Source: an optimization exercise on an open RTL-to-GDS flow (aim: small area and a short achievable clock period). Production flows keep margins and buffers that such runs may drop. Function was checked by simulation only, so behaviour that the tests miss may differ from the original. The flow treats the clock pin as an ideal source, which a real chip does not have.

Setup of oak:
// reed_solomon_top
module reed_solomon_top(
    input  wire       clk,
    input  wire       rst_n,
    input  wire [7:0] data_in,
    output wire [7:0] code_out
);
Size in the first run: about 990 cells after synthesis, ~270 flip-flops, ~18 I/O pins.
export LEC_CHECK = 0
export CAP_MARGIN = 20
export CORE_MARGIN = 2
export CORE_UTILIZATION = 40
export CTS_CLUSTER_DIAMETER = 100
export CTS_CLUSTER_SIZE = 24
export SETUP_SLACK_MARGIN = 2.0
export SLEW_MARGIN = 20
export SYNTH_HIERARCHICAL = 1
export SYNTH_MINIMUM_KEEP_SIZE = 0
create_clock -name core_clock -period 4.0 [get_ports {clk}]
standard.sh (not shown) runs the stock make flow with config.mk's settings and CLKGATE_MAP_FILE= SYNTH_SCRIPT=/design/flow/synth_recipe.tcl, a recipe that flattens the netlist after the stock synthesis.
==> flow/flow/run.sh <==
#!/bin/bash
set -euo pipefail
HERE=$(pwd)
CTS="-sink_clustering_enable -repair_clock_nets -sink_clustering_size 24 -sink_clustering_max_diameter 100 -dont_use_dummy_load"
DU="sky130_fd_sc_hd__probe_p_8 sky130_fd_sc_hd__probec_p_8 sky130_fd_sc_hd__lpflow_bleeder_1 sky130_fd_sc_hd__lpflow_clkbufkapwr_1 sky130_fd_sc_hd__lpflow_clkbufkapwr_16 sky130_fd_sc_hd__lpflow_clkbufkapwr_2 sky130_fd_sc_hd__lpflow_clkbufkapwr_4 sky130_fd_sc_hd__lpflow_clkbufkapwr_8 sky130_fd_sc_hd__lpflow_clkinvkapwr_1 sky130_fd_sc_hd__lpflow_clkinvkapwr_16 sky130_fd_sc_hd__lpflow_clkinvkapwr_2 sky130_fd_sc_hd__lpflow_clkinvkapwr_4 sky130_fd_sc_hd__lpflow_clkinvkapwr_8 sky130_fd_sc_hd__lpflow_decapkapwr_12 sky130_fd_sc_hd__lpflow_decapkapwr_3 sky130_fd_sc_hd__lpflow_decapkapwr_4 sky130_fd_sc_hd__lpflow_decapkapwr_6 sky130_fd_sc_hd__lpflow_decapkapwr_8 sky130_fd_sc_hd__lpflow_inputiso0n_1 sky130_fd_sc_hd__lpflow_inputiso0p_1 sky130_fd_sc_hd__lpflow_inputiso1n_1 sky130_fd_sc_hd__lpflow_inputiso1p_1 sky130_fd_sc_hd__lpflow_inputisolatch_1 sky130_fd_sc_hd__lpflow_isobufsrc_1 sky130_fd_sc_hd__lpflow_isobufsrc_16 sky130_fd_sc_hd__lpflow_isobufsrc_2 sky130_fd_sc_hd__lpflow_isobufsrc_4 sky130_fd_sc_hd__lpflow_isobufsrc_8 sky130_fd_sc_hd__lpflow_isobufsrckapwr_16 sky130_fd_sc_hd__lpflow_lsbuf_lh_hl_isowell_tap_1 sky130_fd_sc_hd__lpflow_lsbuf_lh_hl_isowell_tap_2 sky130_fd_sc_hd__lpflow_lsbuf_lh_hl_isowell_tap_4 sky130_fd_sc_hd__lpflow_lsbuf_lh_isowell_4 sky130_fd_sc_hd__lpflow_lsbuf_lh_isowell_tap_1 sky130_fd_sc_hd__lpflow_lsbuf_lh_isowell_tap_2 sky130_fd_sc_hd__lpflow_lsbuf_lh_isowell_tap_4 sky130_fd_sc_hd__xor2_4 sky130_fd_sc_hd__xnor2_4"
ARGS=("BUFFER_PORTS_ARGS=-buffer_cell sky130_fd_sc_hd__buf_2" "CTS_ARGS=$CTS" "DONT_USE_CELLS=$DU")
bash standard.sh "${ARGS[@]}" cts > standard_cts.log 2>&1
RES=$HERE/orfs/results/sky130hd/reed_solomon_top/base
MARGIN=$(sed -n 's/^export SETUP_SLACK_MARGIN *= *//p' config.mk)
RES=$RES TARGET=$MARGIN LIB=$FLOW_HOME/platforms/sky130hd/lib/sky130_fd_sc_hd__tt_025C_1v80.lib \
  openroad -no_init -exit flow/recover.tcl > recover.log 2>&1
bash standard.sh "${ARGS[@]}" finish > standard.log 2>&1
==> flow/flow/recover.tcl <==
# Area recovery after CTS: remove data-path buffers (not port buffers), then downsize
# combinational cells (never flip-flops or clock cells), one at a time, keeping each change
# only if the worst setup slack stays at or above the target and no max-slew /
# max-capacitance violation appears.
set res $::env(RES)
set target $::env(TARGET)
read_db $res/4_cts.odb
read_liberty $::env(LIB)
read_sdc $res/4_cts.sdc
source $::env(FLOW_HOME)/platforms/sky130hd/setRC.tcl
set_propagated_clock [all_clocks]
estimate_parasitics -placement
report_design_area
report_worst_slack
# never ask for more than the slack timing repair reached
set ws [expr {[sta::worst_slack_cmd max]*1e9}]
if {$ws < $target} { set target [expr {$ws - 0.005}] }
puts "recovery target slack $target"

set slew0 [sta::max_slew_violation_count]
set cap0 [sta::max_capacitance_violation_count]
proc try_remove_buffer {name target} {
  set block [ord::get_db_block]
  set dbi [$block findInst $name]
  set in_it [$dbi findITerm A]; set out_it [$dbi findITerm X]
  if {$in_it == "NULL" || $out_it == "NULL"} { return 0 }
  set nin [$in_it getNet]; set nout [$out_it getNet]
  if {$nin == "NULL" || $nout == "NULL"} { return 0 }
  if {[llength [$nout getBTerms]] > 0 || [llength [$nin getBTerms]] > 0} { return 0 }
  set loads {}
  foreach it [$nout getITerms] { if {[$it getInst] != $dbi} { lappend loads $it } }
  foreach it $loads { $it disconnect; $it connect $nin }
  estimate_parasitics -placement
  if {[sta::worst_slack_cmd max] >= $target*1e-9 && [sta::max_slew_violation_count] <= $::slew0 && [sta::max_capacitance_violation_count] <= $::cap0} {
    $in_it disconnect
    odb::dbInst_destroy $dbi
    odb::dbNet_destroy $nout
    return 1
  }
  foreach it $loads { $it disconnect; $it connect $nout }
  estimate_parasitics -placement
  return 0
}
proc smaller_cells {name} {
  if {![regexp {^(sky130_fd_sc_hd__)(.*)_([0-9]+)$} $name -> pre base drv]} { return {} }
  set out {}
  foreach d {0 1 2 4 6 8 12 16} {
    if {$d >= $drv} break
    set c "${pre}${base}_$d"
    if {[llength [get_lib_cells -quiet */$c]] > 0} { lappend out $c }
  }
  return $out
}
proc remove_pass {target} {
  set nb 0
  foreach inst [get_cells *] {
    set lc [get_property $inst ref_name]
    if {![regexp {__buf_[0-9]+$} $lc]} continue
    set nm [get_full_name $inst]
    if {[regexp {^(input|output)} $nm]} continue
    if {[try_remove_buffer $nm $target]} { puts "removed buffer $nm"; incr nb }
  }
  puts "removed $nb buffers"
  return $nb
}
proc downsize_pass {target} {
  set n 0
  foreach inst [get_cells *] {
    set lc [get_property $inst ref_name]
    if {[regexp {df|clkbuf|clkinv|dly|tap|fill|decap} $lc]} continue
    foreach c [smaller_cells $lc] {
      replace_cell $inst [lindex [get_lib_cells */$c] 0]
      estimate_parasitics -placement
      if {[sta::worst_slack_cmd max] >= $target*1e-9 && [sta::max_slew_violation_count] <= $::slew0 && [sta::max_capacitance_violation_count] <= $::cap0} {
        puts "resized [get_full_name $inst] $lc -> $c"
        incr n
        break
      }
      replace_cell $inst [lindex [get_lib_cells */$lc] 0]
      estimate_parasitics -placement
    }
  }
  puts "downsized $n instances"
  return $n
}
for {set pass 0} {$pass < 3} {incr pass} {
  set k [expr {[remove_pass $target] + [downsize_pass $target]}]
  report_design_area
  if {$k == 0} break
}
report_design_area
report_worst_slack
write_db $res/4_cts.odb
Per the final summary, oak finished and its layout is clean on timing, DRC and antenna.
## Diff of input files: pine against oak
diff --git a/flow/flow/run.sh b/flow/flow/run.sh
--- a/flow/flow/run.sh
+++ b/flow/flow/run.sh
@@ -6 +6 @@
-ARGS=("BUFFER_PORTS_ARGS=-buffer_cell sky130_fd_sc_hd__buf_2" "CTS_ARGS=$CTS" "DONT_USE_CELLS=$DU")
+ARGS=("SKIP_INCREMENTAL_REPAIR=1" "BUFFER_PORTS_ARGS=-buffer_cell sky130_fd_sc_hd__buf_2" "CTS_ARGS=$CTS" "DONT_USE_CELLS=$DU")
@@ -11 +11 @@
-  openroad -no_init -exit flow/recover.tcl > recover.log 2>&1
+  DONT_USE_CELLS="$DU" openroad -no_init -exit flow/recover.tcl > recover.log 2>&1
diff --git a/flow/flow/recover.tcl b/flow/flow/recover.tcl
--- a/flow/flow/recover.tcl
+++ b/flow/flow/recover.tcl
@@ -86,4 +86,6 @@
-for {set pass 0} {$pass < 3} {incr pass} {
-  set k [expr {[remove_pass $target] + [downsize_pass $target]}]
-  report_design_area
-  if {$k == 0} break
+proc recover_all {target} {
+  for {set pass 0} {$pass < 3} {incr pass} {
+    set k [expr {[remove_pass $target] + [downsize_pass $target]}]
+    report_design_area
+    if {$k == 0} break
+  }
@@ -90,0 +93,12 @@
+recover_all $target
+# second round: let timing repair work on the trimmed design, then trim again
+set_dont_use $::env(DONT_USE_CELLS)
+repair_timing -setup -setup_margin $::env(TARGET) -skip_last_gasp
+estimate_parasitics -placement
+report_design_area
+report_worst_slack
+set ws [expr {[sta::worst_slack_cmd max]*1e9}]
+set target2 $::env(TARGET)
+if {$ws < $target2} { set target2 [expr {$ws - 0.005}] }
+puts "second recovery target slack $target2"
+recover_all $target2
- Number of buffers created by CTS came out exactly the same in oak and pine.
- As far as number of placed I/O pins goes, oak and pine are indistinguishable; the numbers are identical.
- Looking at oak and pine, the synthesized cell count is a wash.
- Diff oak..pine | cell area after placement | unchanged
- Re HPWL after detailed placement: no difference whatsoever between oak and pine.
- Status: pine FAILED at 5_1_grt (tool error)
- Every stage of the flow completed for oak, and the final layout passed the timing, design-rule and antenna checks.
- As far as setup fix buffers added after clock tree synthesis goes, pine and oak are indistinguishable; the numbers are identical.
- Re placed instance count: no difference whatsoever between oak and pine.
- As far as number of placement rows goes, pine and oak are indistinguishable; the numbers are identical.

---

== job 1635 ==
reed_solomon_top, a different RTL version from the one above (not shown whole).
For scale: roughly 790 cells after synthesis, ~270 flip-flops, roughly 18 I/O pins, ~0.011 mm^2 of cells after synthesis.
Settings: LEC_CHECK=0, CAP_MARGIN=20, CORE_MARGIN=2, CORE_UTILIZATION=40, CTS_CLUSTER_DIAMETER=100, CTS_CLUSTER_SIZE=24, SETUP_SLACK_MARGIN=1.8, SLEW_MARGIN=20, SYNTH_HIERARCHICAL=1, SYNTH_MINIMUM_KEEP_SIZE=0; clock period 4.0 ns.
==> flow/flow/run.sh <==
#!/bin/bash
set -euo pipefail
HERE=$(pwd)
CTS="-sink_clustering_enable -repair_clock_nets -sink_clustering_size 24 -sink_clustering_max_diameter 100 -dont_use_dummy_load"
DU="sky130_fd_sc_hd__probe_p_8 sky130_fd_sc_hd__probec_p_8 sky130_fd_sc_hd__lpflow_bleeder_1 sky130_fd_sc_hd__lpflow_clkbufkapwr_1 sky130_fd_sc_hd__lpflow_clkbufkapwr_16 sky130_fd_sc_hd__lpflow_clkbufkapwr_2 sky130_fd_sc_hd__lpflow_clkbufkapwr_4 sky130_fd_sc_hd__lpflow_clkbufkapwr_8 sky130_fd_sc_hd__lpflow_clkinvkapwr_1 sky130_fd_sc_hd__lpflow_clkinvkapwr_16 sky130_fd_sc_hd__lpflow_clkinvkapwr_2 sky130_fd_sc_hd__lpflow_clkinvkapwr_4 sky130_fd_sc_hd__lpflow_clkinvkapwr_8 sky130_fd_sc_hd__lpflow_decapkapwr_12 sky130_fd_sc_hd__lpflow_decapkapwr_3 sky130_fd_sc_hd__lpflow_decapkapwr_4 sky130_fd_sc_hd__lpflow_decapkapwr_6 sky130_fd_sc_hd__lpflow_decapkapwr_8 sky130_fd_sc_hd__lpflow_inputiso0n_1 sky130_fd_sc_hd__lpflow_inputiso0p_1 sky130_fd_sc_hd__lpflow_inputiso1n_1 sky130_fd_sc_hd__lpflow_inputiso1p_1 sky130_fd_sc_hd__lpflow_inputisolatch_1 sky130_fd_sc_hd__lpflow_isobufsrc_1 sky130_fd_sc_hd__lpflow_isobufsrc_16 sky130_fd_sc_hd__lpflow_isobufsrc_2 sky130_fd_sc_hd__lpflow_isobufsrc_4 sky130_fd_sc_hd__lpflow_isobufsrc_8 sky130_fd_sc_hd__lpflow_isobufsrckapwr_16 sky130_fd_sc_hd__lpflow_lsbuf_lh_hl_isowell_tap_1 sky130_fd_sc_hd__lpflow_lsbuf_lh_hl_isowell_tap_2 sky130_fd_sc_hd__lpflow_lsbuf_lh_hl_isowell_tap_4 sky130_fd_sc_hd__lpflow_lsbuf_lh_isowell_4 sky130_fd_sc_hd__lpflow_lsbuf_lh_isowell_tap_1 sky130_fd_sc_hd__lpflow_lsbuf_lh_isowell_tap_2 sky130_fd_sc_hd__lpflow_lsbuf_lh_isowell_tap_4 sky130_fd_sc_hd__xor2_4 sky130_fd_sc_hd__xnor2_4"
ARGS=("BUFFER_PORTS_ARGS=-buffer_cell sky130_fd_sc_hd__buf_2" "CTS_ARGS=$CTS" "DONT_USE_CELLS=$DU")
bash standard.sh "${ARGS[@]}" cts > standard_cts.log 2>&1
RES=$HERE/orfs/results/sky130hd/reed_solomon_top/base
MARGIN=$(sed -n 's/^export SETUP_SLACK_MARGIN *= *//p' config.mk)
RES=$RES TARGET=$MARGIN LIB=$FLOW_HOME/platforms/sky130hd/lib/sky130_fd_sc_hd__tt_025C_1v80.lib \
  openroad -no_init -exit flow/recover.tcl > recover.log 2>&1
bash standard.sh "${ARGS[@]}" finish > standard.log 2>&1
==> flow/flow/recover.tcl <==
# Area recovery after CTS: remove data-path buffers (not port buffers), then downsize
# combinational cells (never flip-flops or clock cells), one at a time, keeping each change
# only if the worst setup slack stays at or above the target and no max-slew /
# max-capacitance violation appears.
set res $::env(RES)
set target $::env(TARGET)
read_db $res/4_cts.odb
read_liberty $::env(LIB)
read_sdc $res/4_cts.sdc
source $::env(FLOW_HOME)/platforms/sky130hd/setRC.tcl
set_propagated_clock [all_clocks]
estimate_parasitics -placement
report_design_area
report_worst_slack
# never ask for more than the slack timing repair reached
set ws [expr {[sta::worst_slack_cmd max]*1e9}]
if {$ws < $target} { set target [expr {$ws - 0.005}] }
puts "recovery target slack $target"

set slew0 [sta::max_slew_violation_count]
set cap0 [sta::max_capacitance_violation_count]
proc try_remove_buffer {name target} {
  set block [ord::get_db_block]
  set dbi [$block findInst $name]
  set in_it [$dbi findITerm A]; set out_it [$dbi findITerm X]
  if {$in_it == "NULL" || $out_it == "NULL"} { return 0 }
  set nin [$in_it getNet]; set nout [$out_it getNet]
  if {$nin == "NULL" || $nout == "NULL"} { return 0 }
  if {[llength [$nout getBTerms]] > 0 || [llength [$nin getBTerms]] > 0} { return 0 }
  set loads {}
  foreach it [$nout getITerms] { if {[$it getInst] != $dbi} { lappend loads $it } }
  foreach it $loads { $it disconnect; $it connect $nin }
  estimate_parasitics -placement
  if {[sta::worst_slack_cmd max] >= $target*1e-9 && [sta::max_slew_violation_count] <= $::slew0 && [sta::max_capacitance_violation_count] <= $::cap0} {
    $in_it disconnect
    odb::dbInst_destroy $dbi
    odb::dbNet_destroy $nout
    return 1
  }
  foreach it $loads { $it disconnect; $it connect $nout }
  estimate_parasitics -placement
  return 0
}
set nb 0
foreach inst [get_cells *] {
  set lc [get_property $inst ref_name]
  if {![regexp {__buf_[0-9]+$} $lc]} continue
  set nm [get_full_name $inst]
  if {[regexp {^(input|output)} $nm]} continue
  if {[try_remove_buffer $nm $target]} { puts "removed buffer $nm"; incr nb }
}
puts "removed $nb buffers"

proc smaller_cells {name} {
  if {![regexp {^(sky130_fd_sc_hd__)(.*)_([0-9]+)$} $name -> pre base drv]} { return {} }
  set out {}
  foreach d {0 1 2 4 6 8 12 16} {
    if {$d >= $drv} break
    set c "${pre}${base}_$d"
    if {[llength [get_lib_cells -quiet */$c]] > 0} { lappend out $c }
  }
  return $out
}
set insts {}
foreach inst [get_cells *] {
  set lc [get_property $inst ref_name]
  if {[regexp {df|clkbuf|clkinv|dly|tap|fill|decap} $lc]} continue
  if {[llength [smaller_cells $lc]] == 0} continue
  lappend insts $inst
}
puts "candidates: [llength $insts]"
set n 0
foreach inst $insts {
  set lc [get_property $inst ref_name]
  foreach c [smaller_cells $lc] {
    replace_cell $inst [lindex [get_lib_cells */$c] 0]
    estimate_parasitics -placement
    if {[sta::worst_slack_cmd max] >= $target*1e-9 && [sta::max_slew_violation_count] <= $slew0 && [sta::max_capacitance_violation_count] <= $cap0} {
      puts "resized [get_full_name $inst] $lc -> $c"
      incr n
      break
    }
    replace_cell $inst [lindex [get_lib_cells */$lc] 0]
    estimate_parasitics -placement
  }
}
puts "downsized $n instances"
report_design_area
report_worst_slack
write_db $res/4_cts.odb
Input-level comparison between job 7043 and job 1635:
==> flow/flow/run.sh <==
#!/bin/bash
set -euo pipefail
HERE=$(pwd)
CTS="-sink_clustering_enable -repair_clock_nets -sink_clustering_size 24 -sink_clustering_max_diameter 100 -dont_use_dummy_load"
DU="sky130_fd_sc_hd__probe_p_8 sky130_fd_sc_hd__probec_p_8 sky130_fd_sc_hd__lpflow_bleeder_1 sky130_fd_sc_hd__lpflow_clkbufkapwr_1 sky130_fd_sc_hd__lpflow_clkbufkapwr_16 sky130_fd_sc_hd__lpflow_clkbufkapwr_2 sky130_fd_sc_hd__lpflow_clkbufkapwr_4 sky130_fd_sc_hd__lpflow_clkbufkapwr_8 sky130_fd_sc_hd__lpflow_clkinvkapwr_1 sky130_fd_sc_hd__lpflow_clkinvkapwr_16 sky130_fd_sc_hd__lpflow_clkinvkapwr_2 sky130_fd_sc_hd__lpflow_clkinvkapwr_4 sky130_fd_sc_hd__lpflow_clkinvkapwr_8 sky130_fd_sc_hd__lpflow_decapkapwr_12 sky130_fd_sc_hd__lpflow_decapkapwr_3 sky130_fd_sc_hd__lpflow_decapkapwr_4 sky130_fd_sc_hd__lpflow_decapkapwr_6 sky130_fd_sc_hd__lpflow_decapkapwr_8 sky130_fd_sc_hd__lpflow_inputiso0n_1 sky130_fd_sc_hd__lpflow_inputiso0p_1 sky130_fd_sc_hd__lpflow_inputiso1n_1 sky130_fd_sc_hd__lpflow_inputiso1p_1 sky130_fd_sc_hd__lpflow_inputisolatch_1 sky130_fd_sc_hd__lpflow_isobufsrc_1 sky130_fd_sc_hd__lpflow_isobufsrc_16 sky130_fd_sc_hd__lpflow_isobufsrc_2 sky130_fd_sc_hd__lpflow_isobufsrc_4 sky130_fd_sc_hd__lpflow_isobufsrc_8 sky130_fd_sc_hd__lpflow_isobufsrckapwr_16 sky130_fd_sc_hd__lpflow_lsbuf_lh_hl_isowell_tap_1 sky130_fd_sc_hd__lpflow_lsbuf_lh_hl_isowell_tap_2 sky130_fd_sc_hd__lpflow_lsbuf_lh_hl_isowell_tap_4 sky130_fd_sc_hd__lpflow_lsbuf_lh_isowell_4 sky130_fd_sc_hd__lpflow_lsbuf_lh_isowell_tap_1 sky130_fd_sc_hd__lpflow_lsbuf_lh_isowell_tap_2 sky130_fd_sc_hd__lpflow_lsbuf_lh_isowell_tap_4 sky130_fd_sc_hd__xor2_4 sky130_fd_sc_hd__xnor2_4"
ARGS=("SKIP_INCREMENTAL_REPAIR=1" "BUFFER_PORTS_ARGS=-buffer_cell sky130_fd_sc_hd__buf_2" "CTS_ARGS=$CTS" "DONT_USE_CELLS=$DU")
bash standard.sh "${ARGS[@]}" cts > standard_cts.log 2>&1
RES=$HERE/orfs/results/sky130hd/reed_solomon_top/base
MARGIN=$(sed -n 's/^export SETUP_SLACK_MARGIN *= *//p' config.mk)
RES=$RES TARGET=$MARGIN LIB=$FLOW_HOME/platforms/sky130hd/lib/sky130_fd_sc_hd__tt_025C_1v80.lib \
  openroad -no_init -exit flow/recover.tcl > recover.log 2>&1
bash standard.sh "${ARGS[@]}" finish > standard.log 2>&1
-- flow/config.mk --
<<< job 1635, line 12
export CTS_CLUSTER_SIZE = 24
export SETUP_SLACK_MARGIN = 1.8
export SLEW_MARGIN = 20
>>> job 7043, line 12
export CTS_CLUSTER_SIZE = 24
export SETUP_SLACK_MARGIN = 1.9
export SLEW_MARGIN = 20
Looking at last weighted congestion value of the routability-driven placer across job 7043 and job 1635, the one that comes out lower is job 7043. Cells: job 7043 has fewer instances than job 1635. Core utilization of the finished layout, job 7043 and job 1635: higher on job 1635. Post-route minimum period, job 7043 and job 1635: larger value in job 7043. Taking job 1635 as the reference, in job 7043 number of antenna violations at the first check in global routing climbed 1; first-pass GRT wire length went up; slack of the worst reg-to-reg path went down; met2 demand-to-capacity share in global routing up 1.3 points.
Inputs modified between job 7043 and job 4730:
==> flow/flow/run.sh <==
#!/bin/bash
set -euo pipefail
HERE=$(pwd)
CTS="-sink_clustering_enable -repair_clock_nets -sink_clustering_size 24 -sink_clustering_max_diameter 100 -dont_use_dummy_load"
DU="sky130_fd_sc_hd__probe_p_8 sky130_fd_sc_hd__probec_p_8 sky130_fd_sc_hd__lpflow_bleeder_1 sky130_fd_sc_hd__lpflow_clkbufkapwr_1 sky130_fd_sc_hd__lpflow_clkbufkapwr_16 sky130_fd_sc_hd__lpflow_clkbufkapwr_2 sky130_fd_sc_hd__lpflow_clkbufkapwr_4 sky130_fd_sc_hd__lpflow_clkbufkapwr_8 sky130_fd_sc_hd__lpflow_clkinvkapwr_1 sky130_fd_sc_hd__lpflow_clkinvkapwr_16 sky130_fd_sc_hd__lpflow_clkinvkapwr_2 sky130_fd_sc_hd__lpflow_clkinvkapwr_4 sky130_fd_sc_hd__lpflow_clkinvkapwr_8 sky130_fd_sc_hd__lpflow_decapkapwr_12 sky130_fd_sc_hd__lpflow_decapkapwr_3 sky130_fd_sc_hd__lpflow_decapkapwr_4 sky130_fd_sc_hd__lpflow_decapkapwr_6 sky130_fd_sc_hd__lpflow_decapkapwr_8 sky130_fd_sc_hd__lpflow_inputiso0n_1 sky130_fd_sc_hd__lpflow_inputiso0p_1 sky130_fd_sc_hd__lpflow_inputiso1n_1 sky130_fd_sc_hd__lpflow_inputiso1p_1 sky130_fd_sc_hd__lpflow_inputisolatch_1 sky130_fd_sc_hd__lpflow_isobufsrc_1 sky130_fd_sc_hd__lpflow_isobufsrc_16 sky130_fd_sc_hd__lpflow_isobufsrc_2 sky130_fd_sc_hd__lpflow_isobufsrc_4 sky130_fd_sc_hd__lpflow_isobufsrc_8 sky130_fd_sc_hd__lpflow_isobufsrckapwr_16 sky130_fd_sc_hd__lpflow_lsbuf_lh_hl_isowell_tap_1 sky130_fd_sc_hd__lpflow_lsbuf_lh_hl_isowell_tap_2 sky130_fd_sc_hd__lpflow_lsbuf_lh_hl_isowell_tap_4 sky130_fd_sc_hd__lpflow_lsbuf_lh_isowell_4 sky130_fd_sc_hd__lpflow_lsbuf_lh_isowell_tap_1 sky130_fd_sc_hd__lpflow_lsbuf_lh_isowell_tap_2 sky130_fd_sc_hd__lpflow_lsbuf_lh_isowell_tap_4 sky130_fd_sc_hd__xor2_4 sky130_fd_sc_hd__xnor2_4"
ARGS=("BUFFER_PORTS_ARGS=-buffer_cell sky130_fd_sc_hd__buf_2" "CTS_ARGS=$CTS" "DONT_USE_CELLS=$DU")
bash standard.sh "${ARGS[@]}" cts > standard_cts.log 2>&1
RES=$HERE/orfs/results/sky130hd/reed_solomon_top/base
MARGIN=$(sed -n 's/^export SETUP_SLACK_MARGIN *= *//p' config.mk)
RES=$RES TARGET=$MARGIN LIB=$FLOW_HOME/platforms/sky130hd/lib/sky130_fd_sc_hd__tt_025C_1v80.lib \
  openroad -no_init -exit flow/recover.tcl > recover.log 2>&1
bash standard.sh "${ARGS[@]}" finish > standard.log 2>&1
==> flow/flow/recover.tcl <==
# Area recovery after CTS: downsize combinational cells (never flip-flops or clock cells)
# one at a time, keeping each change only if the worst setup slack stays at or above the
# target and no max-slew / max-capacitance violation appears.
set res $::env(RES)
set target $::env(TARGET)
read_db $res/4_cts.odb
read_liberty $::env(LIB)
read_sdc $res/4_cts.sdc
source $::env(FLOW_HOME)/platforms/sky130hd/setRC.tcl
set_propagated_clock [all_clocks]
estimate_parasitics -placement
report_design_area
report_worst_slack
# never ask for more than the slack timing repair reached
set ws [expr {[sta::worst_slack_cmd max]*1e9}]
if {$ws < $target} { set target [expr {$ws - 0.005}] }
puts "recovery target slack $target"

proc smaller_cells {name} {
  if {![regexp {^(sky130_fd_sc_hd__)(.*)_([0-9]+)$} $name -> pre base drv]} { return {} }
  set out {}
  foreach d {0 1 2 4 6 8 12 16} {
    if {$d >= $drv} break
    set c "${pre}${base}_$d"
    if {[llength [get_lib_cells -quiet */$c]] > 0} { lappend out $c }
  }
  return $out
}
set insts {}
foreach inst [get_cells *] {
  set lc [get_property $inst ref_name]
  if {[regexp {df|clkbuf|clkinv|dly|tap|fill|decap} $lc]} continue
  if {[llength [smaller_cells $lc]] == 0} continue
  lappend insts $inst
}
puts "candidates: [llength $insts]"
set slew0 [sta::max_slew_violation_count]
set cap0 [sta::max_capacitance_violation_count]
set n 0
foreach inst $insts {
  set lc [get_property $inst ref_name]
  foreach c [smaller_cells $lc] {
    replace_cell $inst [lindex [get_lib_cells */$c] 0]
    estimate_parasitics -placement
    if {[sta::worst_slack_cmd max] >= $target*1e-9 && [sta::max_slew_violation_count] <= $slew0 && [sta::max_capacitance_violation_count] <= $cap0} {
      puts "resized [get_full_name $inst] $lc -> $c"
      incr n
      break
    }
    replace_cell $inst [lindex [get_lib_cells */$lc] 0]
    estimate_parasitics -placement
  }
}
puts "downsized $n instances"
report_design_area
report_worst_slack
write_db $res/4_cts.odb
==> comparison <==
Taking job 7043 as the reference point, the area of the multi-input gates of job 4730 rises by about 5.3%.
Job 4730: share of cell area taken by multi-input logic gates is 1.3 points lower than what job 7043 reported.
Routed length per placed instance for job 4730: 0.78 um down relative to job 7043
| via count | lower: job 7043 |
> inputs changed (job 4730 -> job 9480)
==> flow/flow/run.sh <==
#!/bin/bash
set -euo pipefail
HERE=$(pwd)
CTS="-sink_clustering_enable -repair_clock_nets -sink_clustering_size 24 -sink_clustering_max_diameter 100 -dont_use_dummy_load"
DU="sky130_fd_sc_hd__probe_p_8 sky130_fd_sc_hd__probec_p_8 sky130_fd_sc_hd__lpflow_bleeder_1 sky130_fd_sc_hd__lpflow_clkbufkapwr_1 sky130_fd_sc_hd__lpflow_clkbufkapwr_16 sky130_fd_sc_hd__lpflow_clkbufkapwr_2 sky130_fd_sc_hd__lpflow_clkbufkapwr_4 sky130_fd_sc_hd__lpflow_clkbufkapwr_8 sky130_fd_sc_hd__lpflow_clkinvkapwr_1 sky130_fd_sc_hd__lpflow_clkinvkapwr_16 sky130_fd_sc_hd__lpflow_clkinvkapwr_2 sky130_fd_sc_hd__lpflow_clkinvkapwr_4 sky130_fd_sc_hd__lpflow_clkinvkapwr_8 sky130_fd_sc_hd__lpflow_decapkapwr_12 sky130_fd_sc_hd__lpflow_decapkapwr_3 sky130_fd_sc_hd__lpflow_decapkapwr_4 sky130_fd_sc_hd__lpflow_decapkapwr_6 sky130_fd_sc_hd__lpflow_decapkapwr_8 sky130_fd_sc_hd__lpflow_inputiso0n_1 sky130_fd_sc_hd__lpflow_inputiso0p_1 sky130_fd_sc_hd__lpflow_inputiso1n_1 sky130_fd_sc_hd__lpflow_inputiso1p_1 sky130_fd_sc_hd__lpflow_inputisolatch_1 sky130_fd_sc_hd__lpflow_isobufsrc_1 sky130_fd_sc_hd__lpflow_isobufsrc_16 sky130_fd_sc_hd__lpflow_isobufsrc_2 sky130_fd_sc_hd__lpflow_isobufsrc_4 sky130_fd_sc_hd__lpflow_isobufsrc_8 sky130_fd_sc_hd__lpflow_isobufsrckapwr_16 sky130_fd_sc_hd__lpflow_lsbuf_lh_hl_isowell_tap_1 sky130_fd_sc_hd__lpflow_lsbuf_lh_hl_isowell_tap_2 sky130_fd_sc_hd__lpflow_lsbuf_lh_hl_isowell_tap_4 sky130_fd_sc_hd__lpflow_lsbuf_lh_isowell_4 sky130_fd_sc_hd__lpflow_lsbuf_lh_isowell_tap_1 sky130_fd_sc_hd__lpflow_lsbuf_lh_isowell_tap_2 sky130_fd_sc_hd__lpflow_lsbuf_lh_isowell_tap_4 sky130_fd_sc_hd__xor2_4 sky130_fd_sc_hd__xnor2_4"
ARGS=("SKIP_INCREMENTAL_REPAIR=1" "BUFFER_PORTS_ARGS=-buffer_cell sky130_fd_sc_hd__buf_2" "CTS_ARGS=$CTS" "DONT_USE_CELLS=$DU")
bash standard.sh "${ARGS[@]}" cts > standard_cts.log 2>&1
RES=$HERE/orfs/results/sky130hd/reed_solomon_top/base
MARGIN=$(sed -n 's/^export SETUP_SLACK_MARGIN *= *//p' config.mk)
RES=$RES TARGET=$MARGIN LIB=$FLOW_HOME/platforms/sky130hd/lib/sky130_fd_sc_hd__tt_025C_1v80.lib \
  openroad -no_init -exit flow/recover.tcl > recover.log 2>&1
bash standard.sh "${ARGS[@]}" finish > standard.log 2>&1
-- flow/config.mk --
<<< job 4730, line 12
export CTS_CLUSTER_SIZE = 24
export SETUP_SLACK_MARGIN = 1.9
export SLEW_MARGIN = 20
>>> job 9480, line 12
export CTS_CLUSTER_SIZE = 24
export SETUP_SLACK_MARGIN = 1.8
export SLEW_MARGIN = 20
- Job 9480 ended with every stage complete and zero timing, DRC or antenna violations.
- Looking only at layout net count, and setting everything else aside, the higher value of job 9480 and job 4730 goes to job 4730.
- In job 9480, the clock period minus final worst setup slack came out 0.0094 ns above the value in job 4730.
Setup changes, job 9480 to job 4807
==> flow/flow/run.sh <==
#!/bin/bash
set -euo pipefail
HERE=$(pwd)
CTS="-sink_clustering_enable -repair_clock_nets -sink_clustering_size 24 -sink_clustering_max_diameter 100 -dont_use_dummy_load"
DU="sky130_fd_sc_hd__probe_p_8 sky130_fd_sc_hd__probec_p_8 sky130_fd_sc_hd__lpflow_bleeder_1 sky130_fd_sc_hd__lpflow_clkbufkapwr_1 sky130_fd_sc_hd__lpflow_clkbufkapwr_16 sky130_fd_sc_hd__lpflow_clkbufkapwr_2 sky130_fd_sc_hd__lpflow_clkbufkapwr_4 sky130_fd_sc_hd__lpflow_clkbufkapwr_8 sky130_fd_sc_hd__lpflow_clkinvkapwr_1 sky130_fd_sc_hd__lpflow_clkinvkapwr_16 sky130_fd_sc_hd__lpflow_clkinvkapwr_2 sky130_fd_sc_hd__lpflow_clkinvkapwr_4 sky130_fd_sc_hd__lpflow_clkinvkapwr_8 sky130_fd_sc_hd__lpflow_decapkapwr_12 sky130_fd_sc_hd__lpflow_decapkapwr_3 sky130_fd_sc_hd__lpflow_decapkapwr_4 sky130_fd_sc_hd__lpflow_decapkapwr_6 sky130_fd_sc_hd__lpflow_decapkapwr_8 sky130_fd_sc_hd__lpflow_inputiso0n_1 sky130_fd_sc_hd__lpflow_inputiso0p_1 sky130_fd_sc_hd__lpflow_inputiso1n_1 sky130_fd_sc_hd__lpflow_inputiso1p_1 sky130_fd_sc_hd__lpflow_inputisolatch_1 sky130_fd_sc_hd__lpflow_isobufsrc_1 sky130_fd_sc_hd__lpflow_isobufsrc_16 sky130_fd_sc_hd__lpflow_isobufsrc_2 sky130_fd_sc_hd__lpflow_isobufsrc_4 sky130_fd_sc_hd__lpflow_isobufsrc_8 sky130_fd_sc_hd__lpflow_isobufsrckapwr_16 sky130_fd_sc_hd__lpflow_lsbuf_lh_hl_isowell_tap_1 sky130_fd_sc_hd__lpflow_lsbuf_lh_hl_isowell_tap_2 sky130_fd_sc_hd__lpflow_lsbuf_lh_hl_isowell_tap_4 sky130_fd_sc_hd__lpflow_lsbuf_lh_isowell_4 sky130_fd_sc_hd__lpflow_lsbuf_lh_isowell_tap_1 sky130_fd_sc_hd__lpflow_lsbuf_lh_isowell_tap_2 sky130_fd_sc_hd__lpflow_lsbuf_lh_isowell_tap_4 sky130_fd_sc_hd__xor2_4 sky130_fd_sc_hd__xnor2_4"
ARGS=("BUFFER_PORTS_ARGS=-buffer_cell sky130_fd_sc_hd__buf_2" "CTS_ARGS=$CTS" "DONT_USE_CELLS=$DU")
bash standard.sh "${ARGS[@]}" cts > standard_cts.log 2>&1
RES=$HERE/orfs/results/sky130hd/reed_solomon_top/base
MARGIN=$(sed -n 's/^export SETUP_SLACK_MARGIN *= *//p' config.mk)
RES=$RES TARGET=$MARGIN LIB=$FLOW_HOME/platforms/sky130hd/lib/sky130_fd_sc_hd__tt_025C_1v80.lib \
  openroad -no_init -exit flow/recover.tcl > recover.log 2>&1
bash standard.sh "${ARGS[@]}" finish > standard.log 2>&1
-- flow/flow/recover.tcl --
<<< job 9480, line 13
report_worst_slack
# never ask for more than the slack timing repair reached
set ws [expr {[sta::worst_slack_cmd max]*1e9}]
if {$ws < $target} { set target [expr {$ws - 0.005}] }
puts "recovery target slack $target"

>>> job 4807, line 13
report_worst_slack

-- flow/config.mk --
<<< job 9480, line 12
export CTS_CLUSTER_SIZE = 24
export SETUP_SLACK_MARGIN = 1.8
export SLEW_MARGIN = 20
>>> job 4807, line 12
export CTS_CLUSTER_SIZE = 24
export SETUP_SLACK_MARGIN = 1.9
export SLEW_MARGIN = 20
### Flow results
Against job 9480, job 4807 comes in 0.37 points lower on met3 routing resource usage after global routing. Job 4807 ends up with higher global-route usage than job 9480 does. Comparing job 9480 against job 4807, there is no change at all in number of sequential cells in the layout. Job 9480 -> job 4807: number of max-cap violations delta 0, exact match. From job 4807 to job 9480, number of buffers inserted during clock tree synthesis did not move at all. When the final numbers for job 9480 and job 4807 were put side by side, the largest stage delay on the critical path turned out to be greater in job 4807. For job 9480, the type of the most critical hold path was flop to flop, unlike job 4807, where it was input port to async pin. The lower setup slack of job 9480 and job 4807 is in job 9480. Number of signal-net buffers in the layout: job 4807 vs job 9480 up about 90%.

re-timing with driven ports:
Ports are ideal in the flow. The routed layouts listed here were re-timed in OpenROAD. Step 1 assumes that a clkbuf_16 drives the clock port and a buf_2 every other input. Step 2 adds t to the input delays and takes it off the output delays; t is the mean of the earliest and latest rising clock arrival at the registers after step 1. Input paths then give back, and output paths get back, about the clock's delay inside the block. Slacks: no drivers / after step 1 / after step 2; pairs: no drivers / after step 1.
run	t (ns)	slack for setup (ns)	latest minus earliest clock arrival (ns)	worst data-port slew with drivers (ns)	cell pins on the clock port's net
oak	0.510	1.785 / 1.738 / 1.494	0.063 / 0.063	0.06	1
job 1635	0.523	1.786 / 1.736 / 1.315	0.050 / 0.050	0.05	1
job 7043	0.524	1.729 / 1.747 / 1.234	0.050 / 0.051	0.05	1
job 4730	0.524	1.739 / 1.740 / 1.238	0.049 / 0.049	0.04	1
job 9480	0.522	1.729 / 1.742 / 1.237	0.047 / 0.047	0.04	1
job 4807	0.526	1.784 / 1.732 / 1.410	0.050 / 0.051	0.05	1
After both steps setup and hold are still met in every run listed. The setup slack of job 4730, which loses most, moves by +0.001 ns with the drivers and by -0.501 ns with both steps.
